Context: an optimization exercise on an open-source flow, tuned for small area, a short achievable clock period and few clock cycles per item. The choices shown serve that exercise and are no tape-out recipe.
Only simulation tests tie the RTL to the original design; equivalence was not proved.
Power figures rest on the tool's default switching activity, not on a simulated workload.

**design/flow/config.mk**
```make
export PLATFORM = sky130hd
export DESIGN_NAME = nlayer1
export DESIGN_NICKNAME = nlayer1
export VERILOG_FILES = /design/flow/design.v
export SDC_FILE = /design/flow/constraint.sdc
export NUM_CORES = 4
export LEC_CHECK = 0
export CAP_MARGIN = 20
export CORE_MARGIN = 2
export CORE_UTILIZATION = 45
export SLEW_MARGIN = 20
```
**design/flow/constraint.sdc**
```tcl
create_clock -name core_clock -period 12.0 [get_ports {aclk}]
set_input_delay 2.4000 -clock core_clock [delete_from_list [all_inputs] [get_ports {aclk}]]
set_output_delay 2.4000 -clock core_clock [all_outputs]
set_load 0.01 [all_outputs]
```
**design/flow/design.v**
```verilog
`timescale 1ns / 1ps
module weight_cache(
  input         clk,
  input         we,
  input  [14:0] wsel,
  input  [15:0] d,
  input  [14:0] rsel,
  output [15:0] spo
);
wire [15:0] term [0:15];
assign term[15] = 16'h0;
genvar k;
generate
  for (k = 0; k < 15; k = k + 1) begin : word
    reg [15:0] q;
    always @(posedge clk)
      if (we & wsel[k]) q <= d;
    assign term[k] = q & {16{rsel[k]}};
  end
endgenerate
assign spo = ((term[0] | term[1]) | (term[2] | term[3])) | ((term[4] | term[5]) | (term[6] | term[7]))
           | ((term[8] | term[9]) | (term[10] | term[11])) | ((term[12] | term[13]) | term[14]);
endmodule
module my_multi_addere(
  input             clk,
  input             fb,
  input      [7:0]  one,
  input      [7:0]  two,
  input      [7:0]  neg,
  input      [15:0] w,
  output reg [27:0] s,
  output reg [27:1] c
);
wire [27:0] sg = s & {28{fb}};
wire [27:0] cg = {c & {27{fb}}, 1'b0};
wire pp0_0;
wire pp0_1;
wire pp0_2;
wire pp0_3;
wire pp0_4;
wire pp0_5;
wire pp0_6;
wire pp0_7;
wire pp0_8;
wire pp0_9;
wire pp0_10;
wire pp0_11;
wire pp0_12;
wire pp0_13;
wire pp0_14;
wire pp0_15;
wire pp0_16;
wire pp1_0;
wire pp1_1;
wire pp1_2;
wire pp1_3;
wire pp1_4;
wire pp1_5;
wire pp1_6;
wire pp1_7;
wire pp1_8;
wire pp1_9;
wire pp1_10;
wire pp1_11;
wire pp1_12;
wire pp1_13;
wire pp1_14;
wire pp1_15;
wire pp1_16;
wire pp2_0;
wire pp2_1;
wire pp2_2;
wire pp2_3;
wire pp2_4;
wire pp2_5;
wire pp2_6;
wire pp2_7;
wire pp2_8;
wire pp2_9;
wire pp2_10;
wire pp2_11;
wire pp2_12;
wire pp2_13;
wire pp2_14;
wire pp2_15;
wire pp2_16;
wire pp3_0;
wire pp3_1;
wire pp3_2;
wire pp3_3;
wire pp3_4;
wire pp3_5;
wire pp3_6;
wire pp3_7;
wire pp3_8;
wire pp3_9;
wire pp3_10;
wire pp3_11;
wire pp3_12;
wire pp3_13;
wire pp3_14;
wire pp3_15;
wire pp3_16;
wire pp4_0;
wire pp4_1;
wire pp4_2;
wire pp4_3;
wire pp4_4;
wire pp4_5;
wire pp4_6;
wire pp4_7;
wire pp4_8;
wire pp4_9;
wire pp4_10;
wire pp4_11;
wire pp4_12;
wire pp4_13;
wire pp4_14;
wire pp4_15;
wire pp4_16;
wire pp5_0;
wire pp5_1;
wire pp5_2;
wire pp5_3;
wire pp5_4;
wire pp5_5;
wire pp5_6;
wire pp5_7;
wire pp5_8;
wire pp5_9;
wire pp5_10;
wire pp5_11;
wire pp5_12;
wire pp5_13;
wire pp5_14;
wire pp5_15;
wire pp5_16;
wire pp6_0;
wire pp6_1;
wire pp6_2;
wire pp6_3;
wire pp6_4;
wire pp6_5;
wire pp6_6;
wire pp6_7;
wire pp6_8;
wire pp6_9;
wire pp6_10;
wire pp6_11;
wire pp6_12;
wire pp6_13;
wire pp6_14;
wire pp6_15;
wire pp7_0;
wire pp7_1;
wire pp7_2;
wire pp7_3;
wire pp7_4;
wire pp7_5;
wire pp7_6;
wire pp7_7;
wire pp7_8;
wire pp7_9;
wire pp7_10;
wire pp7_11;
wire pp7_12;
wire pp7_13;
wire s0, c0;
wire s1, c1;
wire s2, c2;
wire s3, c3;
wire s4, c4;
wire s5, c5;
wire s6, c6;
wire s7, c7;
wire s8, c8;
wire s9, c9;
wire s10, c10;
wire s11, c11;
wire s12, c12;
wire s13, c13;
wire s14, c14;
wire s15, c15;
wire s16, c16;
wire s17, c17;
wire s18, c18;
wire s19, c19;
wire s20, c20;
wire s21, c21;
wire s22, c22;
wire s23, c23;
wire s24, c24;
wire s25, c25;
wire s26, c26;
wire s27, c27;
wire s28, c28;
wire s29, c29;
wire s30, c30;
wire s31, c31;
wire s32, c32;
wire s33, c33;
wire s34, c34;
wire s35, c35;
wire s36, c36;
wire s37, c37;
wire s38, c38;
wire s39, c39;
wire s40, c40;
wire s41, c41;
wire s42, c42;
wire s43, c43;
wire s44, c44;
wire s45, c45;
wire s46, c46;
wire s47, c47;
wire s48, c48;
wire s49, c49;
wire s50, c50;
wire s51, c51;
wire s52, c52;
wire s53, c53;
wire s54, c54;
wire s55, c55;
wire s56, c56;
wire s57, c57;
wire s58, c58;
wire s59, c59;
wire s60, c60;
wire s61, c61;
wire s62, c62;
wire s63, c63;
wire s64, c64;
wire s65, c65;
wire s66, c66;
wire s67, c67;
wire s68, c68;
wire s69, c69;
wire s70, c70;
wire s71, c71;
wire s72, c72;
wire s73, c73;
wire s74, c74;
wire s75, c75;
wire s76, c76;
wire s77, c77;
wire s78, c78;
wire s79, c79;
wire s80, c80;
wire s81, c81;
wire s82, c82;
wire s83, c83;
wire s84, c84;
wire s85, c85;
wire s86, c86;
wire s87, c87;
wire s88, c88;
wire s89, c89;
wire s90, c90;
wire s91, c91;
wire s92, c92;
wire s93, c93;
wire s94, c94;
wire s95, c95;
wire s96, c96;
wire s97, c97;
wire s98, c98;
wire s99, c99;
wire s100, c100;
wire s101, c101;
wire s102, c102;
wire s103, c103;
wire s104, c104;
wire s105, c105;
wire s106, c106;
wire s107, c107;
wire s108, c108;
wire s109, c109;
wire s110, c110;
wire s111, c111;
wire s112, c112;
wire s113, c113;
wire s114, c114;
wire s115, c115;
wire s116, c116;
wire s117, c117;
wire s118, c118;
wire s119, c119;
wire s120, c120;
wire s121, c121;
wire s122, c122;
wire s123, c123;
wire s124, c124;
wire s125, c125;
wire s126, c126;
wire s127, c127;
wire s128, c128;
wire s129, c129;
wire s130, c130;
wire s131, c131;
wire s132, c132;
wire s133, c133;
wire s134, c134;
wire s135, c135;
wire s136, c136;
wire s137, c137;
wire s138, c138;
wire s139, c139;
wire s140, c140;
wire s141, c141;
wire s142, c142;
wire s143, c143;
wire s144, c144;
wire s145, c145;
wire s146, c146;
wire s147, c147;
wire s148, c148;
wire s149, c149;
wire s150, c150;
wire s151, c151;
wire s152, c152;
wire s153, c153;
wire s154, c154;
wire s155, c155;
wire s156, c156;
wire s157, c157;
wire s158, c158;
wire s159, c159;
wire s160, c160;
wire s161, c161;
wire s162, c162;
wire s163, c163;
assign pp0_0 = (one[0] & w[0]) ^ neg[0];
assign pp0_1 = ((one[0] & w[1]) | (two[0] & w[0])) ^ neg[0];
assign pp0_2 = ((one[0] & w[2]) | (two[0] & w[1])) ^ neg[0];
assign pp0_3 = ((one[0] & w[3]) | (two[0] & w[2])) ^ neg[0];
assign pp0_4 = ((one[0] & w[4]) | (two[0] & w[3])) ^ neg[0];
assign pp0_5 = ((one[0] & w[5]) | (two[0] & w[4])) ^ neg[0];
assign pp0_6 = ((one[0] & w[6]) | (two[0] & w[5])) ^ neg[0];
assign pp0_7 = ((one[0] & w[7]) | (two[0] & w[6])) ^ neg[0];
assign pp0_8 = ((one[0] & w[8]) | (two[0] & w[7])) ^ neg[0];
assign pp0_9 = ((one[0] & w[9]) | (two[0] & w[8])) ^ neg[0];
assign pp0_10 = ((one[0] & w[10]) | (two[0] & w[9])) ^ neg[0];
assign pp0_11 = ((one[0] & w[11]) | (two[0] & w[10])) ^ neg[0];
assign pp0_12 = ((one[0] & w[12]) | (two[0] & w[11])) ^ neg[0];
assign pp0_13 = ((one[0] & w[13]) | (two[0] & w[12])) ^ neg[0];
assign pp0_14 = ((one[0] & w[14]) | (two[0] & w[13])) ^ neg[0];
assign pp0_15 = ((one[0] & w[15]) | (two[0] & w[14])) ^ neg[0];
assign pp0_16 = ((one[0] & w[15]) | (two[0] & w[15])) ^ neg[0];
assign pp1_0 = (one[1] & w[0]) ^ neg[1];
assign pp1_1 = ((one[1] & w[1]) | (two[1] & w[0])) ^ neg[1];
assign pp1_2 = ((one[1] & w[2]) | (two[1] & w[1])) ^ neg[1];
assign pp1_3 = ((one[1] & w[3]) | (two[1] & w[2])) ^ neg[1];
assign pp1_4 = ((one[1] & w[4]) | (two[1] & w[3])) ^ neg[1];
assign pp1_5 = ((one[1] & w[5]) | (two[1] & w[4])) ^ neg[1];
assign pp1_6 = ((one[1] & w[6]) | (two[1] & w[5])) ^ neg[1];
assign pp1_7 = ((one[1] & w[7]) | (two[1] & w[6])) ^ neg[1];
assign pp1_8 = ((one[1] & w[8]) | (two[1] & w[7])) ^ neg[1];
assign pp1_9 = ((one[1] & w[9]) | (two[1] & w[8])) ^ neg[1];
assign pp1_10 = ((one[1] & w[10]) | (two[1] & w[9])) ^ neg[1];
assign pp1_11 = ((one[1] & w[11]) | (two[1] & w[10])) ^ neg[1];
assign pp1_12 = ((one[1] & w[12]) | (two[1] & w[11])) ^ neg[1];
assign pp1_13 = ((one[1] & w[13]) | (two[1] & w[12])) ^ neg[1];
assign pp1_14 = ((one[1] & w[14]) | (two[1] & w[13])) ^ neg[1];
assign pp1_15 = ((one[1] & w[15]) | (two[1] & w[14])) ^ neg[1];
assign pp1_16 = ((one[1] & w[15]) | (two[1] & w[15])) ^ neg[1];
assign pp2_0 = (one[2] & w[0]) ^ neg[2];
assign pp2_1 = ((one[2] & w[1]) | (two[2] & w[0])) ^ neg[2];
assign pp2_2 = ((one[2] & w[2]) | (two[2] & w[1])) ^ neg[2];
assign pp2_3 = ((one[2] & w[3]) | (two[2] & w[2])) ^ neg[2];
assign pp2_4 = ((one[2] & w[4]) | (two[2] & w[3])) ^ neg[2];
assign pp2_5 = ((one[2] & w[5]) | (two[2] & w[4])) ^ neg[2];
assign pp2_6 = ((one[2] & w[6]) | (two[2] & w[5])) ^ neg[2];
assign pp2_7 = ((one[2] & w[7]) | (two[2] & w[6])) ^ neg[2];
assign pp2_8 = ((one[2] & w[8]) | (two[2] & w[7])) ^ neg[2];
assign pp2_9 = ((one[2] & w[9]) | (two[2] & w[8])) ^ neg[2];
assign pp2_10 = ((one[2] & w[10]) | (two[2] & w[9])) ^ neg[2];
assign pp2_11 = ((one[2] & w[11]) | (two[2] & w[10])) ^ neg[2];
assign pp2_12 = ((one[2] & w[12]) | (two[2] & w[11])) ^ neg[2];
assign pp2_13 = ((one[2] & w[13]) | (two[2] & w[12])) ^ neg[2];
assign pp2_14 = ((one[2] & w[14]) | (two[2] & w[13])) ^ neg[2];
assign pp2_15 = ((one[2] & w[15]) | (two[2] & w[14])) ^ neg[2];
assign pp2_16 = ((one[2] & w[15]) | (two[2] & w[15])) ^ neg[2];
assign pp3_0 = (one[3] & w[0]) ^ neg[3];
assign pp3_1 = ((one[3] & w[1]) | (two[3] & w[0])) ^ neg[3];
assign pp3_2 = ((one[3] & w[2]) | (two[3] & w[1])) ^ neg[3];
assign pp3_3 = ((one[3] & w[3]) | (two[3] & w[2])) ^ neg[3];
assign pp3_4 = ((one[3] & w[4]) | (two[3] & w[3])) ^ neg[3];
assign pp3_5 = ((one[3] & w[5]) | (two[3] & w[4])) ^ neg[3];
assign pp3_6 = ((one[3] & w[6]) | (two[3] & w[5])) ^ neg[3];
assign pp3_7 = ((one[3] & w[7]) | (two[3] & w[6])) ^ neg[3];
assign pp3_8 = ((one[3] & w[8]) | (two[3] & w[7])) ^ neg[3];
assign pp3_9 = ((one[3] & w[9]) | (two[3] & w[8])) ^ neg[3];
assign pp3_10 = ((one[3] & w[10]) | (two[3] & w[9])) ^ neg[3];
assign pp3_11 = ((one[3] & w[11]) | (two[3] & w[10])) ^ neg[3];
assign pp3_12 = ((one[3] & w[12]) | (two[3] & w[11])) ^ neg[3];
assign pp3_13 = ((one[3] & w[13]) | (two[3] & w[12])) ^ neg[3];
assign pp3_14 = ((one[3] & w[14]) | (two[3] & w[13])) ^ neg[3];
assign pp3_15 = ((one[3] & w[15]) | (two[3] & w[14])) ^ neg[3];
assign pp3_16 = ((one[3] & w[15]) | (two[3] & w[15])) ^ neg[3];
assign pp4_0 = (one[4] & w[0]) ^ neg[4];
assign pp4_1 = ((one[4] & w[1]) | (two[4] & w[0])) ^ neg[4];
assign pp4_2 = ((one[4] & w[2]) | (two[4] & w[1])) ^ neg[4];
assign pp4_3 = ((one[4] & w[3]) | (two[4] & w[2])) ^ neg[4];
assign pp4_4 = ((one[4] & w[4]) | (two[4] & w[3])) ^ neg[4];
assign pp4_5 = ((one[4] & w[5]) | (two[4] & w[4])) ^ neg[4];
assign pp4_6 = ((one[4] & w[6]) | (two[4] & w[5])) ^ neg[4];
assign pp4_7 = ((one[4] & w[7]) | (two[4] & w[6])) ^ neg[4];
assign pp4_8 = ((one[4] & w[8]) | (two[4] & w[7])) ^ neg[4];
assign pp4_9 = ((one[4] & w[9]) | (two[4] & w[8])) ^ neg[4];
assign pp4_10 = ((one[4] & w[10]) | (two[4] & w[9])) ^ neg[4];
assign pp4_11 = ((one[4] & w[11]) | (two[4] & w[10])) ^ neg[4];
assign pp4_12 = ((one[4] & w[12]) | (two[4] & w[11])) ^ neg[4];
assign pp4_13 = ((one[4] & w[13]) | (two[4] & w[12])) ^ neg[4];
assign pp4_14 = ((one[4] & w[14]) | (two[4] & w[13])) ^ neg[4];
assign pp4_15 = ((one[4] & w[15]) | (two[4] & w[14])) ^ neg[4];
assign pp4_16 = ((one[4] & w[15]) | (two[4] & w[15])) ^ neg[4];
assign pp5_0 = (one[5] & w[0]) ^ neg[5];
assign pp5_1 = ((one[5] & w[1]) | (two[5] & w[0])) ^ neg[5];
assign pp5_2 = ((one[5] & w[2]) | (two[5] & w[1])) ^ neg[5];
assign pp5_3 = ((one[5] & w[3]) | (two[5] & w[2])) ^ neg[5];
assign pp5_4 = ((one[5] & w[4]) | (two[5] & w[3])) ^ neg[5];
assign pp5_5 = ((one[5] & w[5]) | (two[5] & w[4])) ^ neg[5];
assign pp5_6 = ((one[5] & w[6]) | (two[5] & w[5])) ^ neg[5];
assign pp5_7 = ((one[5] & w[7]) | (two[5] & w[6])) ^ neg[5];
assign pp5_8 = ((one[5] & w[8]) | (two[5] & w[7])) ^ neg[5];
assign pp5_9 = ((one[5] & w[9]) | (two[5] & w[8])) ^ neg[5];
assign pp5_10 = ((one[5] & w[10]) | (two[5] & w[9])) ^ neg[5];
assign pp5_11 = ((one[5] & w[11]) | (two[5] & w[10])) ^ neg[5];
assign pp5_12 = ((one[5] & w[12]) | (two[5] & w[11])) ^ neg[5];
assign pp5_13 = ((one[5] & w[13]) | (two[5] & w[12])) ^ neg[5];
assign pp5_14 = ((one[5] & w[14]) | (two[5] & w[13])) ^ neg[5];
assign pp5_15 = ((one[5] & w[15]) | (two[5] & w[14])) ^ neg[5];
assign pp5_16 = ((one[5] & w[15]) | (two[5] & w[15])) ^ neg[5];
assign pp6_0 = (one[6] & w[0]) ^ neg[6];
assign pp6_1 = ((one[6] & w[1]) | (two[6] & w[0])) ^ neg[6];
assign pp6_2 = ((one[6] & w[2]) | (two[6] & w[1])) ^ neg[6];
assign pp6_3 = ((one[6] & w[3]) | (two[6] & w[2])) ^ neg[6];
assign pp6_4 = ((one[6] & w[4]) | (two[6] & w[3])) ^ neg[6];
assign pp6_5 = ((one[6] & w[5]) | (two[6] & w[4])) ^ neg[6];
assign pp6_6 = ((one[6] & w[6]) | (two[6] & w[5])) ^ neg[6];
assign pp6_7 = ((one[6] & w[7]) | (two[6] & w[6])) ^ neg[6];
assign pp6_8 = ((one[6] & w[8]) | (two[6] & w[7])) ^ neg[6];
assign pp6_9 = ((one[6] & w[9]) | (two[6] & w[8])) ^ neg[6];
assign pp6_10 = ((one[6] & w[10]) | (two[6] & w[9])) ^ neg[6];
assign pp6_11 = ((one[6] & w[11]) | (two[6] & w[10])) ^ neg[6];
assign pp6_12 = ((one[6] & w[12]) | (two[6] & w[11])) ^ neg[6];
assign pp6_13 = ((one[6] & w[13]) | (two[6] & w[12])) ^ neg[6];
assign pp6_14 = ((one[6] & w[14]) | (two[6] & w[13])) ^ neg[6];
assign pp6_15 = ((one[6] & w[15]) | (two[6] & w[14])) ^ neg[6];
assign pp7_0 = (one[7] & w[0]) ^ neg[7];
assign pp7_1 = ((one[7] & w[1]) | (two[7] & w[0])) ^ neg[7];
assign pp7_2 = ((one[7] & w[2]) | (two[7] & w[1])) ^ neg[7];
assign pp7_3 = ((one[7] & w[3]) | (two[7] & w[2])) ^ neg[7];
assign pp7_4 = ((one[7] & w[4]) | (two[7] & w[3])) ^ neg[7];
assign pp7_5 = ((one[7] & w[5]) | (two[7] & w[4])) ^ neg[7];
assign pp7_6 = ((one[7] & w[6]) | (two[7] & w[5])) ^ neg[7];
assign pp7_7 = ((one[7] & w[7]) | (two[7] & w[6])) ^ neg[7];
assign pp7_8 = ((one[7] & w[8]) | (two[7] & w[7])) ^ neg[7];
assign pp7_9 = ((one[7] & w[9]) | (two[7] & w[8])) ^ neg[7];
assign pp7_10 = ((one[7] & w[10]) | (two[7] & w[9])) ^ neg[7];
assign pp7_11 = ((one[7] & w[11]) | (two[7] & w[10])) ^ neg[7];
assign pp7_12 = ((one[7] & w[12]) | (two[7] & w[11])) ^ neg[7];
assign pp7_13 = ((one[7] & w[13]) | (two[7] & w[12])) ^ neg[7];
assign s0 = pp0_12 ^ pp1_10;
assign c0 = pp0_12 & pp1_10;
assign s1 = pp0_13 ^ pp1_11;
assign c1 = pp0_13 & pp1_11;
assign s2 = pp0_14 ^ pp1_12 ^ pp2_10;
assign c2 = (pp0_14 & pp1_12) | (pp0_14 & pp2_10) | (pp1_12 & pp2_10);
assign s3 = pp3_8 ^ pp4_6;
assign c3 = pp3_8 & pp4_6;
assign s4 = pp0_15 ^ pp1_13 ^ pp2_11;
assign c4 = (pp0_15 & pp1_13) | (pp0_15 & pp2_11) | (pp1_13 & pp2_11);
assign s5 = pp3_9 ^ pp4_7;
assign c5 = pp3_9 & pp4_7;
assign s6 = ~pp0_16 ^ pp1_14 ^ pp2_12;
assign c6 = (~pp0_16 & pp1_14) | (~pp0_16 & pp2_12) | (pp1_14 & pp2_12);
assign s7 = pp3_10 ^ pp4_8 ^ pp5_6;
assign c7 = (pp3_10 & pp4_8) | (pp3_10 & pp5_6) | (pp4_8 & pp5_6);
assign s8 = pp1_15 ^ pp2_13 ^ pp3_11;
assign c8 = (pp1_15 & pp2_13) | (pp1_15 & pp3_11) | (pp2_13 & pp3_11);
assign s9 = pp4_9 ^ pp5_7;
assign c9 = pp4_9 & pp5_7;
assign s10 = ~pp1_16 ^ pp2_14 ^ pp3_12;
assign c10 = (~pp1_16 & pp2_14) | (~pp1_16 & pp3_12) | (pp2_14 & pp3_12);
assign s11 = pp2_15 ^ pp3_13;
assign c11 = pp2_15 & pp3_13;
assign s12 = pp0_6 ^ pp1_4;
assign c12 = pp0_6 & pp1_4;
assign s13 = pp0_7 ^ pp1_5;
assign c13 = pp0_7 & pp1_5;
assign s14 = pp0_8 ^ pp1_6 ^ pp2_4;
assign c14 = (pp0_8 & pp1_6) | (pp0_8 & pp2_4) | (pp1_6 & pp2_4);
assign s15 = pp3_2 ^ pp4_0;
assign c15 = pp3_2 & pp4_0;
assign s16 = pp0_9 ^ pp1_7 ^ pp2_5;
assign c16 = (pp0_9 & pp1_7) | (pp0_9 & pp2_5) | (pp1_7 & pp2_5);
assign s17 = pp3_3 ^ pp4_1;
assign c17 = pp3_3 & pp4_1;
assign s18 = pp0_10 ^ pp1_8 ^ pp2_6;
assign c18 = (pp0_10 & pp1_8) | (pp0_10 & pp2_6) | (pp1_8 & pp2_6);
assign s19 = pp3_4 ^ pp4_2 ^ pp5_0;
assign c19 = (pp3_4 & pp4_2) | (pp3_4 & pp5_0) | (pp4_2 & pp5_0);
assign s20 = neg[5] ^ sg[10];
assign c20 = neg[5] & sg[10];
assign s21 = pp0_11 ^ pp1_9 ^ pp2_7;
assign c21 = (pp0_11 & pp1_9) | (pp0_11 & pp2_7) | (pp1_9 & pp2_7);
assign s22 = pp3_5 ^ pp4_3 ^ pp5_1;
assign c22 = (pp3_5 & pp4_3) | (pp3_5 & pp5_1) | (pp4_3 & pp5_1);
assign s23 = sg[11] ^ cg[11];
assign c23 = sg[11] & cg[11];
assign s24 = s0 ^ pp2_8 ^ pp3_6;
assign c24 = (s0 & pp2_8) | (s0 & pp3_6) | (pp2_8 & pp3_6);
assign s25 = pp4_4 ^ pp5_2 ^ pp6_0;
assign c25 = (pp4_4 & pp5_2) | (pp4_4 & pp6_0) | (pp5_2 & pp6_0);
assign s26 = neg[6] ^ sg[12] ^ cg[12];
assign c26 = (neg[6] & sg[12]) | (neg[6] & cg[12]) | (sg[12] & cg[12]);
assign s27 = c0 ^ s1 ^ pp2_9;
assign c27 = (c0 & s1) | (c0 & pp2_9) | (s1 & pp2_9);
assign s28 = pp3_7 ^ pp4_5 ^ pp5_3;
assign c28 = (pp3_7 & pp4_5) | (pp3_7 & pp5_3) | (pp4_5 & pp5_3);
assign s29 = pp6_1 ^ sg[13] ^ cg[13];
assign c29 = (pp6_1 & sg[13]) | (pp6_1 & cg[13]) | (sg[13] & cg[13]);
assign s30 = c1 ^ s2 ^ s3;
assign c30 = (c1 & s2) | (c1 & s3) | (s2 & s3);
assign s31 = pp5_4 ^ pp6_2 ^ pp7_0;
assign c31 = (pp5_4 & pp6_2) | (pp5_4 & pp7_0) | (pp6_2 & pp7_0);
assign s32 = neg[7] ^ sg[14] ^ cg[14];
assign c32 = (neg[7] & sg[14]) | (neg[7] & cg[14]) | (sg[14] & cg[14]);
assign s33 = c2 ^ c3 ^ s4;
assign c33 = (c2 & c3) | (c2 & s4) | (c3 & s4);
assign s34 = s5 ^ pp5_5 ^ pp6_3;
assign c34 = (s5 & pp5_5) | (s5 & pp6_3) | (pp5_5 & pp6_3);
assign s35 = pp7_1 ^ sg[15] ^ cg[15];
assign c35 = (pp7_1 & sg[15]) | (pp7_1 & cg[15]) | (sg[15] & cg[15]);
assign s36 = c4 ^ c5 ^ s6;
assign c36 = (c4 & c5) | (c4 & s6) | (c5 & s6);
assign s37 = s7 ^ pp6_4 ^ pp7_2;
assign c37 = (s7 & pp6_4) | (s7 & pp7_2) | (pp6_4 & pp7_2);
assign s38 = sg[16] ^ cg[16] ^ 1'b1;
assign c38 = (sg[16] & cg[16]) | (sg[16] & 1'b1) | (cg[16] & 1'b1);
assign s39 = c6 ^ c7 ^ s8;
assign c39 = (c6 & c7) | (c6 & s8) | (c7 & s8);
assign s40 = s9 ^ pp6_5 ^ pp7_3;
assign c40 = (s9 & pp6_5) | (s9 & pp7_3) | (pp6_5 & pp7_3);
assign s41 = sg[17] ^ cg[17] ^ 1'b1;
assign c41 = (sg[17] & cg[17]) | (sg[17] & 1'b1) | (cg[17] & 1'b1);
assign s42 = c8 ^ c9 ^ s10;
assign c42 = (c8 & c9) | (c8 & s10) | (c9 & s10);
assign s43 = pp4_10 ^ pp5_8 ^ pp6_6;
assign c43 = (pp4_10 & pp5_8) | (pp4_10 & pp6_6) | (pp5_8 & pp6_6);
assign s44 = pp7_4 ^ sg[18] ^ cg[18];
assign c44 = (pp7_4 & sg[18]) | (pp7_4 & cg[18]) | (sg[18] & cg[18]);
assign s45 = c10 ^ s11 ^ pp4_11;
assign c45 = (c10 & s11) | (c10 & pp4_11) | (s11 & pp4_11);
assign s46 = pp5_9 ^ pp6_7 ^ pp7_5;
assign c46 = (pp5_9 & pp6_7) | (pp5_9 & pp7_5) | (pp6_7 & pp7_5);
assign s47 = sg[19] ^ cg[19] ^ 1'b1;
assign c47 = (sg[19] & cg[19]) | (sg[19] & 1'b1) | (cg[19] & 1'b1);
assign s48 = c11 ^ ~pp2_16 ^ pp3_14;
assign c48 = (c11 & ~pp2_16) | (c11 & pp3_14) | (~pp2_16 & pp3_14);
assign s49 = pp4_12 ^ pp5_10 ^ pp6_8;
assign c49 = (pp4_12 & pp5_10) | (pp4_12 & pp6_8) | (pp5_10 & pp6_8);
assign s50 = pp7_6 ^ sg[20] ^ cg[20];
assign c50 = (pp7_6 & sg[20]) | (pp7_6 & cg[20]) | (sg[20] & cg[20]);
assign s51 = pp3_15 ^ pp4_13 ^ pp5_11;
assign c51 = (pp3_15 & pp4_13) | (pp3_15 & pp5_11) | (pp4_13 & pp5_11);
assign s52 = pp6_9 ^ pp7_7 ^ sg[21];
assign c52 = (pp6_9 & pp7_7) | (pp6_9 & sg[21]) | (pp7_7 & sg[21]);
assign s53 = cg[21] ^ 1'b1;
assign c53 = cg[21] & 1'b1;
assign s54 = ~pp3_16 ^ pp4_14 ^ pp5_12;
assign c54 = (~pp3_16 & pp4_14) | (~pp3_16 & pp5_12) | (pp4_14 & pp5_12);
assign s55 = pp6_10 ^ pp7_8 ^ sg[22];
assign c55 = (pp6_10 & pp7_8) | (pp6_10 & sg[22]) | (pp7_8 & sg[22]);
assign s56 = pp4_15 ^ pp5_13 ^ pp6_11;
assign c56 = (pp4_15 & pp5_13) | (pp4_15 & pp6_11) | (pp5_13 & pp6_11);
assign s57 = pp7_9 ^ sg[23];
assign c57 = pp7_9 & sg[23];
assign s58 = ~pp4_16 ^ pp5_14 ^ pp6_12;
assign c58 = (~pp4_16 & pp5_14) | (~pp4_16 & pp6_12) | (pp5_14 & pp6_12);
assign s59 = pp5_15 ^ pp6_13;
assign c59 = pp5_15 & pp6_13;
assign s60 = pp0_2 ^ pp1_0;
assign c60 = pp0_2 & pp1_0;
assign s61 = pp0_3 ^ pp1_1;
assign c61 = pp0_3 & pp1_1;
assign s62 = pp0_4 ^ pp1_2 ^ pp2_0;
assign c62 = (pp0_4 & pp1_2) | (pp0_4 & pp2_0) | (pp1_2 & pp2_0);
assign s63 = neg[2] ^ sg[4];
assign c63 = neg[2] & sg[4];
assign s64 = pp0_5 ^ pp1_3 ^ pp2_1;
assign c64 = (pp0_5 & pp1_3) | (pp0_5 & pp2_1) | (pp1_3 & pp2_1);
assign s65 = sg[5] ^ cg[5];
assign c65 = sg[5] & cg[5];
assign s66 = s12 ^ pp2_2 ^ pp3_0;
assign c66 = (s12 & pp2_2) | (s12 & pp3_0) | (pp2_2 & pp3_0);
assign s67 = neg[3] ^ sg[6] ^ cg[6];
assign c67 = (neg[3] & sg[6]) | (neg[3] & cg[6]) | (sg[6] & cg[6]);
assign s68 = c12 ^ s13 ^ pp2_3;
assign c68 = (c12 & s13) | (c12 & pp2_3) | (s13 & pp2_3);
assign s69 = pp3_1 ^ sg[7] ^ cg[7];
assign c69 = (pp3_1 & sg[7]) | (pp3_1 & cg[7]) | (sg[7] & cg[7]);
assign s70 = c13 ^ s14 ^ s15;
assign c70 = (c13 & s14) | (c13 & s15) | (s14 & s15);
assign s71 = neg[4] ^ sg[8] ^ cg[8];
assign c71 = (neg[4] & sg[8]) | (neg[4] & cg[8]) | (sg[8] & cg[8]);
assign s72 = c14 ^ c15 ^ s16;
assign c72 = (c14 & c15) | (c14 & s16) | (c15 & s16);
assign s73 = s17 ^ sg[9] ^ cg[9];
assign c73 = (s17 & sg[9]) | (s17 & cg[9]) | (sg[9] & cg[9]);
assign s74 = c16 ^ c17 ^ s18;
assign c74 = (c16 & c17) | (c16 & s18) | (c17 & s18);
assign s75 = s19 ^ s20 ^ cg[10];
assign c75 = (s19 & s20) | (s19 & cg[10]) | (s20 & cg[10]);
assign s76 = c18 ^ c19 ^ c20;
assign c76 = (c18 & c19) | (c18 & c20) | (c19 & c20);
assign s77 = s21 ^ s22 ^ s23;
assign c77 = (s21 & s22) | (s21 & s23) | (s22 & s23);
assign s78 = c21 ^ c22 ^ c23;
assign c78 = (c21 & c22) | (c21 & c23) | (c22 & c23);
assign s79 = s24 ^ s25 ^ s26;
assign c79 = (s24 & s25) | (s24 & s26) | (s25 & s26);
assign s80 = c24 ^ c25 ^ c26;
assign c80 = (c24 & c25) | (c24 & c26) | (c25 & c26);
assign s81 = s27 ^ s28 ^ s29;
assign c81 = (s27 & s28) | (s27 & s29) | (s28 & s29);
assign s82 = c27 ^ c28 ^ c29;
assign c82 = (c27 & c28) | (c27 & c29) | (c28 & c29);
assign s83 = s30 ^ s31 ^ s32;
assign c83 = (s30 & s31) | (s30 & s32) | (s31 & s32);
assign s84 = c30 ^ c31 ^ c32;
assign c84 = (c30 & c31) | (c30 & c32) | (c31 & c32);
assign s85 = s33 ^ s34 ^ s35;
assign c85 = (s33 & s34) | (s33 & s35) | (s34 & s35);
assign s86 = c33 ^ c34 ^ c35;
assign c86 = (c33 & c34) | (c33 & c35) | (c34 & c35);
assign s87 = s36 ^ s37 ^ s38;
assign c87 = (s36 & s37) | (s36 & s38) | (s37 & s38);
assign s88 = c36 ^ c37 ^ c38;
assign c88 = (c36 & c37) | (c36 & c38) | (c37 & c38);
assign s89 = s39 ^ s40 ^ s41;
assign c89 = (s39 & s40) | (s39 & s41) | (s40 & s41);
assign s90 = c39 ^ c40 ^ c41;
assign c90 = (c39 & c40) | (c39 & c41) | (c40 & c41);
assign s91 = s42 ^ s43 ^ s44;
assign c91 = (s42 & s43) | (s42 & s44) | (s43 & s44);
assign s92 = c42 ^ c43 ^ c44;
assign c92 = (c42 & c43) | (c42 & c44) | (c43 & c44);
assign s93 = s45 ^ s46 ^ s47;
assign c93 = (s45 & s46) | (s45 & s47) | (s46 & s47);
assign s94 = c45 ^ c46 ^ c47;
assign c94 = (c45 & c46) | (c45 & c47) | (c46 & c47);
assign s95 = s48 ^ s49 ^ s50;
assign c95 = (s48 & s49) | (s48 & s50) | (s49 & s50);
assign s96 = c48 ^ c49 ^ c50;
assign c96 = (c48 & c49) | (c48 & c50) | (c49 & c50);
assign s97 = s51 ^ s52 ^ s53;
assign c97 = (s51 & s52) | (s51 & s53) | (s52 & s53);
assign s98 = c51 ^ c52 ^ c53;
assign c98 = (c51 & c52) | (c51 & c53) | (c52 & c53);
assign s99 = s54 ^ s55 ^ cg[22];
assign c99 = (s54 & s55) | (s54 & cg[22]) | (s55 & cg[22]);
assign s100 = c54 ^ c55 ^ s56;
assign c100 = (c54 & c55) | (c54 & s56) | (c55 & s56);
assign s101 = s57 ^ cg[23] ^ 1'b1;
assign c101 = (s57 & cg[23]) | (s57 & 1'b1) | (cg[23] & 1'b1);
assign s102 = c56 ^ c57 ^ s58;
assign c102 = (c56 & c57) | (c56 & s58) | (c57 & s58);
assign s103 = pp7_10 ^ sg[24] ^ cg[24];
assign c103 = (pp7_10 & sg[24]) | (pp7_10 & cg[24]) | (sg[24] & cg[24]);
assign s104 = c58 ^ s59 ^ pp7_11;
assign c104 = (c58 & s59) | (c58 & pp7_11) | (s59 & pp7_11);
assign s105 = sg[25] ^ cg[25] ^ 1'b1;
assign c105 = (sg[25] & cg[25]) | (sg[25] & 1'b1) | (cg[25] & 1'b1);
assign s106 = c59 ^ ~pp5_16 ^ pp6_14;
assign c106 = (c59 & ~pp5_16) | (c59 & pp6_14) | (~pp5_16 & pp6_14);
assign s107 = pp7_12 ^ sg[26] ^ cg[26];
assign c107 = (pp7_12 & sg[26]) | (pp7_12 & cg[26]) | (sg[26] & cg[26]);
assign s108 = pp6_15 ^ pp7_13 ^ sg[27];
assign c108 = (pp6_15 & pp7_13) | (pp6_15 & sg[27]) | (pp7_13 & sg[27]);
assign s109 = cg[27] ^ 1'b1;
assign c109 = cg[27] & 1'b1;
assign s110 = s60 ^ neg[1];
assign c110 = s60 & neg[1];
assign s111 = c60 ^ s61 ^ sg[3];
assign c111 = (c60 & s61) | (c60 & sg[3]) | (s61 & sg[3]);
assign s112 = c61 ^ s62 ^ s63;
assign c112 = (c61 & s62) | (c61 & s63) | (s62 & s63);
assign s113 = c62 ^ c63 ^ s64;
assign c113 = (c62 & c63) | (c62 & s64) | (c63 & s64);
assign s114 = c64 ^ c65 ^ s66;
assign c114 = (c64 & c65) | (c64 & s66) | (c65 & s66);
assign s115 = c66 ^ c67 ^ s68;
assign c115 = (c66 & c67) | (c66 & s68) | (c67 & s68);
assign s116 = c68 ^ c69 ^ s70;
assign c116 = (c68 & c69) | (c68 & s70) | (c69 & s70);
assign s117 = c70 ^ c71 ^ s72;
assign c117 = (c70 & c71) | (c70 & s72) | (c71 & s72);
assign s118 = c72 ^ c73 ^ s74;
assign c118 = (c72 & c73) | (c72 & s74) | (c73 & s74);
assign s119 = c74 ^ c75 ^ s76;
assign c119 = (c74 & c75) | (c74 & s76) | (c75 & s76);
assign s120 = c76 ^ c77 ^ s78;
assign c120 = (c76 & c77) | (c76 & s78) | (c77 & s78);
assign s121 = c78 ^ c79 ^ s80;
assign c121 = (c78 & c79) | (c78 & s80) | (c79 & s80);
assign s122 = c80 ^ c81 ^ s82;
assign c122 = (c80 & c81) | (c80 & s82) | (c81 & s82);
assign s123 = c82 ^ c83 ^ s84;
assign c123 = (c82 & c83) | (c82 & s84) | (c83 & s84);
assign s124 = c84 ^ c85 ^ s86;
assign c124 = (c84 & c85) | (c84 & s86) | (c85 & s86);
assign s125 = c86 ^ c87 ^ s88;
assign c125 = (c86 & c87) | (c86 & s88) | (c87 & s88);
assign s126 = c88 ^ c89 ^ s90;
assign c126 = (c88 & c89) | (c88 & s90) | (c89 & s90);
assign s127 = c90 ^ c91 ^ s92;
assign c127 = (c90 & c91) | (c90 & s92) | (c91 & s92);
assign s128 = c92 ^ c93 ^ s94;
assign c128 = (c92 & c93) | (c92 & s94) | (c93 & s94);
assign s129 = c94 ^ c95 ^ s96;
assign c129 = (c94 & c95) | (c94 & s96) | (c95 & s96);
assign s130 = c96 ^ c97 ^ s98;
assign c130 = (c96 & c97) | (c96 & s98) | (c97 & s98);
assign s131 = c98 ^ c99 ^ s100;
assign c131 = (c98 & c99) | (c98 & s100) | (c99 & s100);
assign s132 = c100 ^ c101 ^ s102;
assign c132 = (c100 & c101) | (c100 & s102) | (c101 & s102);
assign s133 = c102 ^ c103 ^ s104;
assign c133 = (c102 & c103) | (c102 & s104) | (c103 & s104);
assign s134 = c104 ^ c105 ^ s106;
assign c134 = (c104 & c105) | (c104 & s106) | (c105 & s106);
assign s135 = c106 ^ c107 ^ s108;
assign c135 = (c106 & c107) | (c106 & s108) | (c107 & s108);
assign s136 = pp0_0 ^ neg[0] ^ sg[0];
assign c136 = (pp0_0 & neg[0]) | (pp0_0 & sg[0]) | (neg[0] & sg[0]);
assign s137 = pp0_1 ^ sg[1] ^ cg[1];
assign c137 = (pp0_1 & sg[1]) | (pp0_1 & cg[1]) | (sg[1] & cg[1]);
assign s138 = s110 ^ sg[2] ^ cg[2];
assign c138 = (s110 & sg[2]) | (s110 & cg[2]) | (sg[2] & cg[2]);
assign s139 = c110 ^ s111 ^ cg[3];
assign c139 = (c110 & s111) | (c110 & cg[3]) | (s111 & cg[3]);
assign s140 = c111 ^ s112 ^ cg[4];
assign c140 = (c111 & s112) | (c111 & cg[4]) | (s112 & cg[4]);
assign s141 = c112 ^ s113 ^ s65;
assign c141 = (c112 & s113) | (c112 & s65) | (s113 & s65);
assign s142 = c113 ^ s114 ^ s67;
assign c142 = (c113 & s114) | (c113 & s67) | (s114 & s67);
assign s143 = c114 ^ s115 ^ s69;
assign c143 = (c114 & s115) | (c114 & s69) | (s115 & s69);
assign s144 = c115 ^ s116 ^ s71;
assign c144 = (c115 & s116) | (c115 & s71) | (s116 & s71);
assign s145 = c116 ^ s117 ^ s73;
assign c145 = (c116 & s117) | (c116 & s73) | (s117 & s73);
assign s146 = c117 ^ s118 ^ s75;
assign c146 = (c117 & s118) | (c117 & s75) | (s118 & s75);
assign s147 = c118 ^ s119 ^ s77;
assign c147 = (c118 & s119) | (c118 & s77) | (s119 & s77);
assign s148 = c119 ^ s120 ^ s79;
assign c148 = (c119 & s120) | (c119 & s79) | (s120 & s79);
assign s149 = c120 ^ s121 ^ s81;
assign c149 = (c120 & s121) | (c120 & s81) | (s121 & s81);
assign s150 = c121 ^ s122 ^ s83;
assign c150 = (c121 & s122) | (c121 & s83) | (s122 & s83);
assign s151 = c122 ^ s123 ^ s85;
assign c151 = (c122 & s123) | (c122 & s85) | (s123 & s85);
assign s152 = c123 ^ s124 ^ s87;
assign c152 = (c123 & s124) | (c123 & s87) | (s124 & s87);
assign s153 = c124 ^ s125 ^ s89;
assign c153 = (c124 & s125) | (c124 & s89) | (s125 & s89);
assign s154 = c125 ^ s126 ^ s91;
assign c154 = (c125 & s126) | (c125 & s91) | (s126 & s91);
assign s155 = c126 ^ s127 ^ s93;
assign c155 = (c126 & s127) | (c126 & s93) | (s127 & s93);
assign s156 = c127 ^ s128 ^ s95;
assign c156 = (c127 & s128) | (c127 & s95) | (s128 & s95);
assign s157 = c128 ^ s129 ^ s97;
assign c157 = (c128 & s129) | (c128 & s97) | (s129 & s97);
assign s158 = c129 ^ s130 ^ s99;
assign c158 = (c129 & s130) | (c129 & s99) | (s130 & s99);
assign s159 = c130 ^ s131 ^ s101;
assign c159 = (c130 & s131) | (c130 & s101) | (s131 & s101);
assign s160 = c131 ^ s132 ^ s103;
assign c160 = (c131 & s132) | (c131 & s103) | (s132 & s103);
assign s161 = c132 ^ s133 ^ s105;
assign c161 = (c132 & s133) | (c132 & s105) | (s133 & s105);
assign s162 = c133 ^ s134 ^ s107;
assign c162 = (c133 & s134) | (c133 & s107) | (s134 & s107);
assign s163 = c134 ^ s135 ^ s109;
assign c163 = (c134 & s135) | (c134 & s109) | (s135 & s109);
wire [27:0] ns = {c162, c161, c160, c159, c158, c157, c156, c155, c154, c153, c152, c151, c150, c149, c148, c147, c146, c145, c144, c143, c142, c141, c140, c139, c138, c137, c136, s136};
wire [27:0] nc = {s163, s162, s161, s160, s159, s158, s157, s156, s155, s154, s153, s152, s151, s150, s149, s148, s147, s146, s145, s144, s143, s142, s141, s140, s139, s138, s137, 1'b0};
always @(posedge clk) begin
  s <= ns;
  c <= nc[27:1];
end
endmodule
`timescale 1ns / 1ps
module nlayer1(
    input           aclk,
    input           aresetn,
    input   [15:0]  w_tdata,
    input   [7:0]   w_tid, 
    input          s_tvalid,
    output         s_tready,
    input  [15:0]  s_tdata,
    input          s_tlast,
    output        m_tvalid,
    input         m_tready,
    output  [15:0]  m_tdata0,
    output  [15:0]  m_tdata1,
    output  [15:0]  m_tdata2,
    input   [3:0] input_dim
    );
assign s_tready = 1'b1;
reg        wv_r;           
reg [19:0] wn_oh;          
reg [15:0] wd_r;           
reg [14:0] wa_oh;          
always @(posedge aclk)
begin
  wd_r  <= w_tdata;
  wn_oh <= (w_tid[7:5] == 3'b100) ? (20'h1 << w_tid[4:0]) : 20'h0;
end
always @(posedge aclk or negedge aresetn)
begin
  if (aresetn == 1'b0) begin
    wv_r  <= 1'b0;
    wa_oh <= 15'h1;
  end else begin
    wv_r  <= (w_tid[7:5] == 3'b100);
    wa_oh <= wv_r ? {wa_oh[13:0], 1'b0} : 15'h1;
  end
end
reg  [3:0]  dm1_r;         
reg  [3:0]  in_cnt;        
reg  [14:0] rsel;          
reg  [7:0]  one_r, two_r, neg_r;    
reg         fb;            
reg         last1;         
reg  [6:0]  osel;          
reg         mvalid;
wire last  = (in_cnt == dm1_r);
wire first = (in_cnt == 4'h0);
wire [16:0] xe = {s_tdata, 1'b0};
wire [7:0] enc_one, enc_two, enc_neg;
genvar i;
generate
  for (i = 0; i < 8; i = i + 1) begin : benc
    assign enc_one[i] = xe[2*i+1] ^ xe[2*i];
    assign enc_two[i] = (xe[2*i+2] & ~xe[2*i+1] & ~xe[2*i]) | (~xe[2*i+2] & xe[2*i+1] & xe[2*i]);
    assign enc_neg[i] = xe[2*i+2];
  end
endgenerate
always @(posedge aclk)
begin
  dm1_r <= input_dim - 4'h1;
  rsel  <= 15'h1 << in_cnt;
  one_r <= enc_one & {8{s_tvalid}};
  two_r <= enc_two & {8{s_tvalid}};
  neg_r <= enc_neg & {8{s_tvalid}};
  fb    <= ~(s_tvalid & first);
end
always @(posedge aclk or negedge aresetn)
begin
  if (aresetn == 1'b0) begin
    in_cnt <= 4'h0;
    last1  <= 1'b0;
    osel   <= 7'h0;
    mvalid <= 1'b0;
  end else begin
    in_cnt <= (s_tvalid & ~last) ? in_cnt + 4'h1 : 4'h0;
    last1  <= s_tvalid & last;
    osel   <= {osel[5:0], last1};
    mvalid <= |osel;
  end
end
wire [27:0] acc_s [0:20];
wire [27:1] acc_c [0:20];
assign acc_s[20] = 28'h0;
assign acc_c[20] = 27'h0;
generate
  for (i = 0; i < 20; i = i + 1) begin : layer1
    wire [15:0] w;
    weight_cache weight_cache00 (
      .clk(aclk),
      .we(wn_oh[i]),
      .wsel(wa_oh),
      .d(wd_r),
      .rsel(rsel),
      .spo(w)
    );
    my_multi_addere blocks00 (
      .clk(aclk),
      .fb(fb),
      .one(one_r),
      .two(two_r),
      .neg(neg_r),
      .w(w),
      .s(acc_s[i]),
      .c(acc_c[i])
    );
  end
endgenerate
reg [15:0] out0, out1, out2;
wire [27:0] sel_s [0:2];
wire [27:1] sel_c [0:2];
wire [27:0] sum [0:2];
generate
  for (i = 0; i < 3; i = i + 1) begin : lane
    assign sel_s[i] = (acc_s[7*i+0] & {28{osel[0]}}) | (acc_s[7*i+1] & {28{osel[1]}})
                    | (acc_s[7*i+2] & {28{osel[2]}}) | (acc_s[7*i+3] & {28{osel[3]}})
                    | (acc_s[7*i+4] & {28{osel[4]}}) | (acc_s[7*i+5] & {28{osel[5]}})
                    | (acc_s[7*i+6] & {28{osel[6]}});
    assign sel_c[i] = (acc_c[7*i+0] & {27{osel[0]}}) | (acc_c[7*i+1] & {27{osel[1]}})
                    | (acc_c[7*i+2] & {27{osel[2]}}) | (acc_c[7*i+3] & {27{osel[3]}})
                    | (acc_c[7*i+4] & {27{osel[4]}}) | (acc_c[7*i+5] & {27{osel[5]}})
                    | (acc_c[7*i+6] & {27{osel[6]}});
    assign sum[i] = sel_s[i] + {sel_c[i], 1'b0};
  end
endgenerate
always @(posedge aclk)
begin
  out0 <= sum[0][27] ? 16'h0 : sum[0][27:12];
  out1 <= sum[1][27] ? 16'h0 : sum[1][27:12];
  out2 <= osel[6] ? 16'h0100 : (sum[2][27] ? 16'h0 : sum[2][27:12]);
end
assign m_tvalid = mvalid;
assign m_tdata0 = out0;
assign m_tdata1 = out1;
assign m_tdata2 = out2;
endmodule
```
**design/flow/run.sh**
```bash
#!/bin/bash
# synth_recipe.tcl (not shown) runs the flow's synth.tcl, then flattens the netlist and writes it again
# the make line also repeats each setting of config.mk as NAME=value (left out here)
make -C /OpenROAD-flow-scripts/flow DESIGN_CONFIG=/design/flow/config.mk WORK_HOME=/design/flow/orfs CLKGATE_MAP_FILE= SYNTH_SCRIPT=/design/flow/synth_recipe.tcl finish
```
==> run_results.csv, run 1 <==
group,metric,value,unit
outcome,status,"failed layout checks",
outcome,so.violations,"antenna violations",
grt,grt_pass1_vias,220100,
grt,antenna_found_initial,57,
sta,tightest_slew,1433,ps
critical_path,worstPathMaxFanout,44,
detailed_routing,wl,1086,mm
power,leakage,0.1280,uW
die,die_area,735100,um2
critical_path,crit_type,"reg2reg",
die,num_rows,313,
critical_path,worst_path_most_repeated_cell,"fa_1",
cts,cts_resized,0,
placed_design,place_area,340100,um2
placed_design,place_ws,5630,ps
cells_and_area,nFillCells,62060,
critical_path,cp.required,12980,ps
run,max_cap_violations,0,
synth,netlist_instances,24670,
critical_path,max_stage_delay,840,ps
sta,max_slew_margin,0.04482,
synth,synth_common_cells,"edfxtp_1 (4800), a22oi_1 (4018), fa_1 (2680)",
synth,synth_top_area_cell,"edfxtp_1",
grt,grt_pass1_wl,1574,mm
cts,numCtsBuffers,649,
sta,hold_viol_final,0,
synth,yosysWarningCount,3,
sta,fin_skew,85.26,ps
detailed_routing,via_per_inst,6.279,
die,core_area,726100,um2
critical_path,critPathCaptureType,"flip-flop",
sta,rsz0062_at_grt,"no",
synth,yosysSeqAreaShare,0.5169,
cts,postCtsSetupBuffers,0,
cells_and_area,multi_input_area,141000,um2
synth,synth-main-ff-cell,"edfxtp_1",
detailed_routing,remaining_drc_errors,0,
cts,clk_path_buf_depth,4,
cells_and_area,regArea,169600,um2
cells_and_area,fin_area,361600,um2
sta,post-route-period-util,0.5457,
grt,grtUsageTotal,0.2898,
sta,slew_viol_final,0,
critical_path,cpMaxStageDelayCell,"buf_4",
synth,synth_edf_count,4800,
grt,grt-ovfl-total,0,
sta,fmax,0.1527,GHz
synth,syn_area_per_cell,13.28,um2
sta,setup_viol,0,
sta,setup_tns,0,ps
critical_path,cp_cell_sequence,"buf_4 > buf_4 > a22o_1 > a221oi_1 > nand4_1 > buf_4 > a22oi_1 > xnor2_1 > fa_1 > fa_1 > inv_1 > fa_1 > fa_1 > inv_1 > fa_1",
sta,setup_slack,5451,ps
die,die_x,857.4,um
detailed_routing,routedWlPerCell,31.57,um
placed_design,place_congestion,0.8683,
sta,fin_crit,6549,ps
die,dieHeight,857.4,um
cts,cts-root-buf,"clkbuf_16",
die,io_pins,99,
synth,async_flop_share,0.004790,
cells_and_area,area_delta_synth_final,10.34,%
power,p_per_area,227.3,nW/um2
cts,cts_hold_buf,0,
placed_design,portBuffers,92,
detailed_routing,initialDrtViolationCount,29110,
cts,cts_sinks,6054,
cts,worstSkewPairLatency,1170,ps
critical_path,start_kind,"flip-flop",
cells_and_area,final_nets,27490,
detailed_routing,first_pass_iters,9,
synth,synth_area,327700,um2
placed_design,dp_hpwl,648.1,mm
cts,cts.htree.levels,6,
detailed_routing,postRouteAntennaNets,1,
die,start_util,0.4514,
cts,clk_pin_slew,60,ps
synth,yosys.cell_count.top_type,"edfxtp_1",
synth,synth_cell_types,65,
min_path,holdCritPathClass,"reg2reg",
cells_and_area,drive_above_1_share,0.07684,
detailed_routing,vias,216000,
critical_path,cp.arrival,7530,ps
grt,grt_max_degree,221,
power,max-vdd-ir-drop,0.1675,mV
synth,yosysTopAreaCellShare,0.4398,
synth,yosys_register_bits,6054,
cts,cts_tree,"built",
synth,synth.area.top_cells,"edfxtp_1 (44%), fa_1 (16%), a22oi_1 (9.2%)",
## routing by layer
metal | global-route usage | wire length (um)
met3 | 0.06531 | 129600
met5 | 0.0009679 | 131
met1 | 0.4158 | 435300
met2 | 0.4386 | 480900
met4 | 0.09568 | 40420
## critical path, delay by kind of cell, from the launching register on
family                     cells  cell delay [ps]
xor gates and xnor gates       1              190
adders and majority gates      5             2460
buffers and inverters          5             2150
and+or+nand+nor                1              190
AOI/OAI and AO/OA              3              460
DFF                            1              810
## through the flow
stage | total power (uW) | cells | util | hold slack (ps)
after global routing | 89320 | 34350 | 0.4978 | 370.5
after CTS | 82660 | 34320 | 0.4975 | 356.2
final | 82180 | 34410 | 0.4980 | 355.6
after detailed placement | 62380 | 33140 | 0.4685 | 343.4
after global placement | 61580 | 33130 | 0.4681 | 332.4
after floorplan | 51600 | 24670 | - | 331.2
## kinds of logic (layout without fill, tap and decap cells)
kind of cell             count (synthesis)  after routing  share of synthesized area
AND/OR/NAND/NOR                       2768           2768                    0.04416
XOR/XNOR                              2792           2792                    0.07462
buffers and inverters                 4536           4590                    0.05314
flip-flops                            6054           6054                     0.5169
AO/OA/AOI/OAI                         5275           5275                     0.1259
adder cells (fa/ha/maj)               3241           3241                     0.1851
other                                    2             78                 0.00002292
multiplexers                             4              4                  0.0001222
## path summary, 6_finish.rpt
path | startpoint | to | slack, ps | cells after the start
min | last1 | osel[0] | 360 | 0
max in group asynchronous | aresetn | wa_oh[13] | 9830 | 2
min in group asynchronous | aresetn | osel[2] | 1430 | 2
min reg2reg | last1 | osel[0] | 360 | 0
max reg2reg | rsel[13] | layer1[3].blocks00.c[19] | 5450 | 15
max | rsel[13] | layer1[3].blocks00.c[19] | 5450 | 15
## area by class of cell
class / count / share of cell area
Sequential cell: 6054 / 0.4691
Inverter: 2522 / 0.02618
Timing Repair Buffer: 887 / 0.02266
Clock inverter: 342 / 0.01003
Antenna cell: 74 / 0.0005121
Multi-Input combinational cell: 14080 / 0.3901
Clock buffer: 839 / 0.04818
Tap cell: 9607 / 0.03324
## placed cells by master (no fill, tap or decap), types with 12 or more instances in the layout
master           synthesis  layout
edfxtp_1              4800    4800
a22oi_1               4018    4018
fa_1                  2680    2680
inv_1                 2522    2521
xnor2_1               1675    1674
dfxtp_1               1225    1169
xor2_1                1117    1117
nand2_1                962     962
and2_1                 797     727
buf_4                    4     683
clkbuf_16                0     655
ha_1                   561     561
a222oi_1               428     428
and3_1                 331     331
nand4_1                331     331
a221oi_1               323     323
a22o_1                 321     321
nand3_1                176     176
clkbuf_1              1524     150
clkinv_1                 0     113
clkinv_2                 0      96
clkdlybuf4s50_1          0      90
nor2_1                  87      87
buf_12                   0      87
diode_2                  0      74
and2_2                   0      70
a21oi_1                 58      58
dfxtp_4                  0      56
o21ai_0                 48      48
bufinv_16                0      38
clkbuf_8                 0      34
clkinv_16                0      30
nor3_1                  23      21
a21o_1                  20      20
clkinvlp_4               0      20
inv_6                    0      14
buf_8                    0      14
dfrtp_2                  0      13
nor2b_1                 12      12
## registers in the layout (all words and copies together), names as in the netlist, 16 cells and up
signal                        flops
layer1.blocks00.s               560
layer1.blocks00.c               540
layer1.weight_cache00.word.q   4800
wd_r                             16
wn_oh                            20
## power by group
group	internal, uW	switching (uW)	leakage [uW]
Sequential	25600	2020	0.0538
Clock	11200	8840	0.0102
Combinational	13700	20800	0.0640
Total	50500	31700	0.128
Testbench counts, summed over its fixed seeds: cycles 10,400, items 800.
==> inputs of run 2 (changes only) <==
--- a/design/flow/design.v
+++ b/design/flow/design.v
@@ -2,8 +2,8 @@
 module weight_cache(
-  input         clk,
-  input         we,
-  input  [14:0] wsel,
-  input  [15:0] d,
-  input  [14:0] rsel,
-  output [15:0] spo
+  input             clk,
+  input             we,
+  input      [14:0] wsel,
+  input      [15:0] d,
+  input      [14:0] rsel,
+  output reg [15:0] spo
 );
@@ -20,4 +20,5 @@
 endgenerate
-assign spo = ((term[0] | term[1]) | (term[2] | term[3])) | ((term[4] | term[5]) | (term[6] | term[7]))
-           | ((term[8] | term[9]) | (term[10] | term[11])) | ((term[12] | term[13]) | term[14]);
+always @(posedge clk)
+  spo <= ((term[0] | term[1]) | (term[2] | term[3])) | ((term[4] | term[5]) | (term[6] | term[7]))
+       | ((term[8] | term[9]) | (term[10] | term[11])) | ((term[12] | term[13]) | term[14]);
 endmodule
@@ -837,5 +838,10 @@
 reg  [3:0]  in_cnt;        
-reg  [14:0] rsel;          
-reg  [7:0]  one_r, two_r, neg_r;    
-reg         fb;            
+reg  [14:0] rs    [0:4];   
+reg  [7:0]  one_r [0:5];   
+reg  [7:0]  two_r [0:5];
+reg  [7:0]  neg_r [0:5];
+reg  [7:0]  onen_r [0:5];  
+reg  [7:0]  twon_r [0:5];  
+reg  [7:0]  negn_r [0:5];  
+reg         fb    [0:5];   
 reg         last1;         
@@ -845,2 +851,3 @@
 wire first = (in_cnt == 4'h0);
+wire [14:0] rsel_now = 15'h1 << in_cnt;
 wire [16:0] xe = {s_tdata, 1'b0};
@@ -857,9 +864,30 @@
 begin
-  dm1_r <= input_dim - 4'h1;
-  rsel  <= 15'h1 << in_cnt;
-  one_r <= enc_one & {8{s_tvalid}};
-  two_r <= enc_two & {8{s_tvalid}};
-  neg_r <= enc_neg & {8{s_tvalid}};
-  fb    <= ~(s_tvalid & first);
+  dm1_r    <= input_dim - 4'h1;
+  rs[0]    <= rsel_now;
+  one_r[0] <= enc_one & {8{s_tvalid}};
+  two_r[0] <= enc_two & {8{s_tvalid}};
+  neg_r[0] <= enc_neg & {8{s_tvalid}};
+  onen_r[0] <= ~(enc_one & {8{s_tvalid}});
+  twon_r[0] <= ~(enc_two & {8{s_tvalid}});
+  negn_r[0] <= ~(enc_neg & {8{s_tvalid}});
+  fb[0]    <= ~(s_tvalid & first);
 end
+generate
+  for (i = 1; i < 6; i = i + 1) begin : hop
+    always @(posedge aclk)
+    begin
+      one_r[i] <= one_r[i-1];
+      two_r[i] <= two_r[i-1];
+      neg_r[i] <= neg_r[i-1];
+      onen_r[i] <= onen_r[i-1];
+      twon_r[i] <= twon_r[i-1];
+      negn_r[i] <= negn_r[i-1];
+      fb[i]    <= fb[i-1];
+    end
+  end
+  for (i = 1; i < 5; i = i + 1) begin : rhop
+    always @(posedge aclk)
+      rs[i] <= rs[i-1];
+  end
+endgenerate
 always @(posedge aclk or negedge aresetn)
@@ -884,2 +912,5 @@
   for (i = 0; i < 20; i = i + 1) begin : layer1
+    localparam integer H = i % 7;                  
+    localparam integer P = (H == 0) ? 0 : H - 1;   
+    localparam integer N = (H == 1) || (H >= 2 && i / 7 == 1);  
     wire [15:0] w;
@@ -890,3 +921,3 @@
       .d(wd_r),
-      .rsel(rsel),
+      .rsel((H < 2) ? rsel_now : rs[H - 2]),
       .spo(w)
@@ -895,6 +926,6 @@
       .clk(aclk),
-      .fb(fb),
-      .one(one_r),
-      .two(two_r),
-      .neg(neg_r),
+      .fb(fb[P]),
+      .one(N ? ~onen_r[P] : one_r[P]),
+      .two(N ? ~twon_r[P] : two_r[P]),
+      .neg(N ? ~negn_r[P] : neg_r[P]),
       .w(w),
@@ -905,17 +936,24 @@
 endgenerate
-reg [15:0] out0, out1, out2;
-wire [27:0] sel_s [0:2];
-wire [27:1] sel_c [0:2];
-wire [27:0] sum [0:2];
+reg  [15:0] out0, out1, out2;
+reg  [27:0] lsel_s [0:2];      
+reg  [27:1] lsel_c [0:2];
+wire [27:0] sum0 [0:2];        
+wire [27:0] suml [0:2];        
+wire [15:0] y0 [0:2];
+wire [15:0] yl [0:2];
 generate
   for (i = 0; i < 3; i = i + 1) begin : lane
-    assign sel_s[i] = (acc_s[7*i+0] & {28{osel[0]}}) | (acc_s[7*i+1] & {28{osel[1]}})
-                    | (acc_s[7*i+2] & {28{osel[2]}}) | (acc_s[7*i+3] & {28{osel[3]}})
-                    | (acc_s[7*i+4] & {28{osel[4]}}) | (acc_s[7*i+5] & {28{osel[5]}})
-                    | (acc_s[7*i+6] & {28{osel[6]}});
-    assign sel_c[i] = (acc_c[7*i+0] & {27{osel[0]}}) | (acc_c[7*i+1] & {27{osel[1]}})
-                    | (acc_c[7*i+2] & {27{osel[2]}}) | (acc_c[7*i+3] & {27{osel[3]}})
-                    | (acc_c[7*i+4] & {27{osel[4]}}) | (acc_c[7*i+5] & {27{osel[5]}})
-                    | (acc_c[7*i+6] & {27{osel[6]}});
-    assign sum[i] = sel_s[i] + {sel_c[i], 1'b0};
+    always @(posedge aclk)
+    begin
+      lsel_s[i] <= (acc_s[7*i+1] & {28{osel[0]}}) | (acc_s[7*i+2] & {28{osel[1]}})
+                 | (acc_s[7*i+3] & {28{osel[2]}}) | (acc_s[7*i+4] & {28{osel[3]}})
+                 | (acc_s[7*i+5] & {28{osel[4]}}) | (acc_s[7*i+6] & {28{osel[5]}});
+      lsel_c[i] <= (acc_c[7*i+1] & {27{osel[0]}}) | (acc_c[7*i+2] & {27{osel[1]}})
+                 | (acc_c[7*i+3] & {27{osel[2]}}) | (acc_c[7*i+4] & {27{osel[3]}})
+                 | (acc_c[7*i+5] & {27{osel[4]}}) | (acc_c[7*i+6] & {27{osel[5]}});
+    end
+    assign sum0[i] = acc_s[7*i] + {acc_c[7*i], 1'b0};
+    assign suml[i] = lsel_s[i] + {lsel_c[i], 1'b0};
+    assign y0[i] = sum0[i][27] ? 16'h0 : sum0[i][27:12];
+    assign yl[i] = suml[i][27] ? 16'h0 : suml[i][27:12];
   end
@@ -924,5 +962,5 @@
 begin
-  out0 <= sum[0][27] ? 16'h0 : sum[0][27:12];
-  out1 <= sum[1][27] ? 16'h0 : sum[1][27:12];
-  out2 <= osel[6] ? 16'h0100 : (sum[2][27] ? 16'h0 : sum[2][27:12]);
+  out0 <= osel[0] ? y0[0] : yl[0];
+  out1 <= osel[0] ? y0[1] : yl[1];
+  out2 <= osel[6] ? 16'h0100 : (osel[0] ? y0[2] : yl[2]);
 end
==> design/flow/flow/run.sh (new file) <==
#!/bin/bash
# The standard layout, except that:
# - buffer_ports (global placement) puts a sky130_fd_sc_hd__buf_4 on every
#   input and output port instead of the cell it picks by itself (a
#   clkdlybuf4s50_1, a slow delay buffer);
# - the antenna repair after detailed routing may take up to 12 rounds
#   instead of 5.
set -euo pipefail
export BUFFER_PORTS_ARGS="-buffer_cell sky130_fd_sc_hd__buf_4"
export MAX_REPAIR_ANTENNAS_ITER_DRT=12
bash standard.sh > standard.log 2>&1
==> design/flow/standard.sh (new file) <==
#!/bin/bash
# synth_recipe.tcl (not shown) runs the flow's synth.tcl, then flattens the netlist and writes it again
# the make line also repeats each setting of config.mk as NAME=value (left out here)
make -C /OpenROAD-flow-scripts/flow DESIGN_CONFIG=/design/flow/config.mk WORK_HOME=/design/flow/orfs CLKGATE_MAP_FILE= SYNTH_SCRIPT=/design/flow/synth_recipe.tcl "${@:-finish}"
removed: design/flow/run.sh
==> run_results.csv, run 2 <==
group,metric,value,unit
synth,synth_compound_gate_area_share,0.1200,
sta,setup_tns,0,ps
placed_design,dp_cells,35310,
grt,grt-ovfl-total,0,
min_path,min_from,"neg_r[3][0]",
cts,postCtsSetupBuffers,0,
die,die_x,882.8,um
cells_and_area,reg_top3,"layer1.weight_cache00.word.q: 4800 flops, layer1.blocks00.s: 560 flops, layer1.blocks00.c: 540 flops",
synth,synth-main-ff-cell,"edfxtp_1",
power,clock_power_share,0.248,
synth,synth_mux_area_frac,0.00009001,
min_path,holdCritPathClass,"reg2reg",
cells_and_area,drive_above_1_share,0.07879,
detailed_routing,met1_length,446.8,mm
placed_design,place_congestion,0.9738,
synth,yosysWarningCount,23,
synth,netlist_instances,26550,
power,intPower,55560,uW
sta,rsz0062_at_grt,"no",
detailed_routing,routedWlPerCell,32.11,um
synth,yosys.area_share.simple,0.04063,
die,core_area,769100,um2
sta,post-route-period-util,0.4038,
power,swShare,0.3903,
critical_path,path_delay_family,"flip-flops",
sta,max_slew_margin,0.1227,
critical_path,critPathCaptureType,"primary output",
cells_and_area,stdcell_count,37100,
power,max-vdd-ir-drop,0.1893,mV
detailed_routing,initialDrtViolationCount,29480,
grt,grt_max_degree,177,
cts,cts_resized,0,
sta,fin_skew,113.6,ps
die,start_util,0.4519,
synth,yosys.cell_count.top_type,"edfxtp_1",
die,die_area,779300,um2
detailed_routing,wl_met3,124.8,mm
synth,yosysSeqAreaShare,0.5341,
synth,synthXorXnorAreaFrac,0.07172,
critical_path,crit_type,"reg2out",
grt,antenna_found_initial,134,
power,power_frac_comb,0.391,
detailed_routing,highest-signal-layer,"met5",
detailed_routing,vias,225100,
detailed_routing,first_pass_iters,14,
detailed_routing,wl_met2,533.4,mm
cts,cts_tree,"built",
cts,clk_pin_slew,70,ps
synth,synth.area.top_cells,"edfxtp_1 (41%), fa_1 (15%), dfxtp_1 (12%)",
critical_path,cpMaxStageDelayCell,"dfxtp_1",
sta,fmax,0.2064,GHz
cells_and_area,final_cell_mix,"edfxtp_1 (4800), inv_1 (3035), a22oi_1 (2985)",
cts,cts_hold_buf,0,
placed_design,dp_hpwl,780.6,mm
detailed_routing,postRouteAntennaNets,0,
critical_path,start_kind,"flip-flop",
cells_and_area,final_common_cell,"edfxtp_1",
power,p_seq_frac,0.362,
outcome,status,"timing/DRC/antenna clean",
synth,synth_area,347500,um2
synth,yosys_register_bits,6865,
cts,cts_sinks,6865,
die,io_pins,99,
synth,synth_cell_types,80,
power,leakage,0.1401,uW
die,num_rows,322,
cells_and_area,top_register,"layer1.weight_cache00.word.q",
sta,holdWs,346.9,ps
critical_path,r2r_start,"twon_r[0][1]",
synth,async_flop_share,0.004224,
detailed_routing,via_per_inst,6.066,
run,max_cap_violations,0,
sta,tightest_slew,1316,ps
cells_and_area,fin_area,383400,um2
critical_path,cp.required,9600,ps
critical_path,cp.arrival,2450,ps
cells_and_area,area_delta_synth_final,10.33,%
critical_path,crit_start,"out1[4]",
synth,synth_common_cells,"edfxtp_1 (4800), inv_1 (3035), a22oi_1 (2985)",
cts,clk_path_buf_depth,4,
grt,grt_pass1_vias,226400,
grt,grt_pass1_wl,1690,mm
synth,synth_top_area_cell,"edfxtp_1",
critical_path,worstPathMaxFanout,7,
cts,cts.htree.levels,6,
die,dieHeight,882.8,um
synth,synth_fa_ha_area_frac,0.1773,
synth,syn_area_per_cell,13.09,um2
sta,setup_viol,0,
detailed_routing,wl,1191,mm
placed_design,place_area,358200,um2
grt,grtUsageTotal,0.3006,
critical_path,cp_cell_sequence,"buf_4",
placed_design,portBuffers,92,
cells_and_area,final_nets,29200,
power,p_per_area,237.7,nW/um2
placed_design,place_ws,7410,ps
power,switching_power,35570,uW
critical_path,max_stage_delay,1010,ps
cells_and_area,largest_register_ffs,4800,
cts,worstSkewPairLatency,1220,ps
critical_path,worst-path-buf-inv,1,
## run 2: cell type report
cell class,instances,area (um2)
diodes,456,1141
well taps,10210,12770
fillers,65830,385700
inverters,3042,11420
clock buffers,958,19380
multi-input cells,14510,142600
flip-flops and latches,6865,186000
repair buffers,714,5725
clock inverters,353,4362
## run 2: power groups by stage
stage               logic, uW  clock network [uW]  registers (uW)
floorplan               25600                   0           30300
global placement        34400                   0           33300
detailed placement      35300                   0           33300
CTS                     35800               22700           32800
global route            41700               23700           33000
finish                  35600               22600           33000
## run 2: cells by family (layout without fill, tap and decap cells)
family | after synthesis | in the layout
flops | 6865 | 6865
mux | 3 | 3
fa+ha+maj | 3317 | 3317
buf+inv | 5184 | 5067
simple gates | 2771 | 2771
xor+xnor | 2846 | 2846
other cells | 2 | 460
compound gates | 5564 | 5564
## run 2: path summary, 6_finish.rpt
kind                                             to  slack (ps)  depth (start not counted)
setup / recovery                        m_tdata1[4]        7150                          1
hold / removal                          neg_r[4][0]         350                          0
setup reg to reg           layer1[8].blocks00.c[19]        7260                         11
hold reg to reg                         neg_r[4][0]         350                          0
max in group asynchronous                 in_cnt[3]        9670                          1
min in group asynchronous                  wa_oh[9]        1420                          1
## run 2: per-stage QoR
step | util | power [uW]
6_report | 0.4986 | 91130
2_1_floorplan | - | 55900
5_1_grt | 0.4980 | 98320
3_5_place_dp | 0.4658 | 68590
3_3_place_gp | 0.4654 | 67720
4_1_cts | 0.4966 | 91340
## run 2: worst register-to-register path: cells and delay by family (launching register included)
| kind | cells | cell delay (ps) |
|---|---|---|
| adders and majority gates | 5 | 2470 |
| buffers and inverters | 3 | 710 |
| and+or+nand+nor | 2 | 660 |
| DFF | 1 | 630 |
| xor gates and xnor gates | 1 | 160 |
## run 2: per-layer routing
metal	track usage	vias to the layer above
met4	0.1895	58
met3	0.06896	2482
met2	0.4560	13260
li1	-	93050
met5	0	-
met1	0.3918	116200
Testbench counts of run 2, summed over its fixed seeds: cycles 10,400, items 800.

Re-timed with assumed drivers on the ports (clkbuf_16 on the clock, buf_2 on other inputs), run 2 has 7.005 ns of setup slack against 7.154 ns with ideal ports, and 7.260 ns once port delays also move by the mid clock arrival of 1.295 ns.
